What follows belongs to an exercise in optimizing a design on an open flow for small area, a short achievable clock period and few clock cycles per item; a production flow would make more cautious choices. The RTL was checked by simulation tests, not by an equivalence proof against the original design. Power and IR drop assume default switching activity.

Setup of job 1407:
Design dsp_processor, start of the top module:
module dsp_processor(
    input         clk,
    input         nrst,
    input         instr_valid,
    input  [31:0] instr,
    output        instr_ready,
    output        out_valid,
    output [31:0] v1,
    output [31:0] v2,
    output [31:0] v3
);
export LEC_CHECK = 0
export ABC_AREA = 1
export CAP_MARGIN = 20
export CORE_MARGIN = 2
export CORE_UTILIZATION = 55
export PLACE_DENSITY = 0.72
export SLEW_MARGIN = 20
create_clock -name core_clock -period 10.0 [get_ports {clk}]
standard.sh (not shown) runs the stock make flow with config.mk's settings and CLKGATE_MAP_FILE= SYNTH_SCRIPT=/design/flow/synth_recipe.tcl, a recipe that flattens the netlist after the stock synthesis.
==> flow/flow/run.sh <==
#!/bin/bash
set -euo pipefail
export SETUP_SLACK_MARGIN=6.5
export BUFFER_PORTS_ARGS="-buffer_cell sky130_fd_sc_hd__buf_2"
export CTS_ARGS="-sink_clustering_enable -repair_clock_nets -dont_use_dummy_load -sink_clustering_size 24 -sink_clustering_max_diameter 120 -buf_list sky130_fd_sc_hd__clkbuf_16"
bash standard.sh > standard.log 2>&1
Testbench counts of job 1407, summed over its fixed seeds: cycles 6,663, instrs 6,427.
Modified inputs, job 5747 compared to job 1407
- SLEW_MARGIN changed from 20 to 5
- CAP_MARGIN changed from 20 to 5
diff --git a/flow/flow/run.sh b/flow/flow/run.sh
--- a/flow/flow/run.sh
+++ b/flow/flow/run.sh
@@ -4 +4 @@
-export BUFFER_PORTS_ARGS="-buffer_cell sky130_fd_sc_hd__buf_2"
+export BUFFER_PORTS_ARGS="-buffer_cell sky130_fd_sc_hd__buf_1"
Notes after the runs:
Job 5747 was carried through to the last stage, and its layout satisfied the timing, design-rule and antenna checks.
Job 5747 vs job 1407, data arrival time at the worst-slack endpoint went up by 0.08 ns.
Job 1407 ended up with fewer cell instances than job 5747 did.
Cmp job 1407 and job 5747 / global-route wire length before repair / higher: job 5747
## Diff of input files: job 8245 against job 5747
- PLACE_DENSITY changed from 0.72 to 0.76
- CORE_UTILIZATION changed from 55 to 60
- SLEW_MARGIN changed from 5 to 20
- CAP_MARGIN changed from 5 to 20
diff --git a/flow/flow/run.sh b/flow/flow/run.sh
--- a/flow/flow/run.sh
+++ b/flow/flow/run.sh
@@ -4 +4 @@
-export BUFFER_PORTS_ARGS="-buffer_cell sky130_fd_sc_hd__buf_1"
+export BUFFER_PORTS_ARGS="-buffer_cell sky130_fd_sc_hd__buf_2"
### Flow results
- Job 8245 has completed all stages; timing, DRC and antenna checks passed.
- Compared with job 5747, job 8245 improves placeable core region.
- Measured against each other, job 5747 and job 8245 differ in hold slack, the lower figure coming from job 8245.
- Compared job 5747 against job 8245; clock-cell share of area within noise.
- When job 8245 is set beside job 5747, its antenna diode count turns out to be 1 smaller.
- Run comparison: job 8245 cell at the slowest stage of the critical path fa_1; job 5747 cell at the slowest stage of the critical path o211ai_1
- Starting utilization of the core area (job 8245 over job 5747): increase, 5.6 points
- | largest clock skew in the final design | lower: job 8245 |
- Higher total power draw among job 5747 and job 8245: job 5747
## Diff of input files: job 7548 against job 8245
- changing CORE_UTILIZATION from 60 to 55
- changing PLACE_DENSITY from 0.76 to 0.72
diff --git a/flow/flow/run.sh b/flow/flow/run.sh
--- a/flow/flow/run.sh
+++ b/flow/flow/run.sh
@@ -3 +3 @@
-export SETUP_SLACK_MARGIN=6.5
+export SETUP_SLACK_MARGIN=6.75
Summary of job 7548 over job 8245: cell area higher, first-pass GRT wire length higher, power after layout roughly the same, number of clock buffers in the layout roughly the same, post-layout instance count excluding filler cells higher.
Inputs modified between job 7548 and job 9677:
- CORE_UTILIZATION: 55 -> 40
- PLACE_DENSITY: 0.72 -> 0.6
- CTS_BUF_LIST: unset -> sky130_fd_sc_hd__clkbuf_4 sky130_fd_sc_hd__clkbuf_8
==> flow/flow/run.sh <==
#!/bin/bash
set -euo pipefail
export SETUP_SLACK_MARGIN=6.5
export BUFFER_PORTS_ARGS="-buffer_cell sky130_fd_sc_hd__buf_2"
bash standard.sh > standard.log 2>&1
==> comparison <==
- Job 9677 vs job 7548 — overall power consumption climbed by more than a quarter
- For the total iterations of the first detailed-routing run, job 9677 came in 5 lower than job 7548 did.
- Compared with job 7548, job 9677 shows slew at the pin closest to its max-slew limit lower by 0.18 ns.

what the ideal ports hide:
No port has a modelled driver above. Below, the same layouts with a new extraction and two added sets of constraints. Step 1, drivers: a clkbuf_16 drives clk and a buf_2 each remaining input, both assumed. Step 2 times the ports against the registers' clock, not the clock port: input delays grow and output delays shrink by t, the midpoint of the rising clock arrivals with the driver on. Slacks: no drivers / after step 1 / after step 2; pairs: no drivers / after step 1.
run | shift t [ns] | slack for setup (ns) | clock arrival spread, ns
job 1407 | 0.689 | 6.497 / 6.497 / 6.273 | 0.070 / 0.070
job 5747 | 0.684 | 6.404 / 6.404 / 6.259 | 0.067 / 0.067
job 8245 | 0.681 | 6.373 / 6.373 / 6.257 | 0.054 / 0.054
job 7548 | 0.691 | 6.408 / 6.408 / 6.207 | 0.052 / 0.052
job 9677 | 0.816 | 6.364 / 6.364 / 6.162 | 0.064 / 0.064
After both steps setup and hold are still met in every run listed. For job 1407, which loses most, drivers alone change the setup slack by 0.000 ns; drivers and shift together by -0.224 ns.
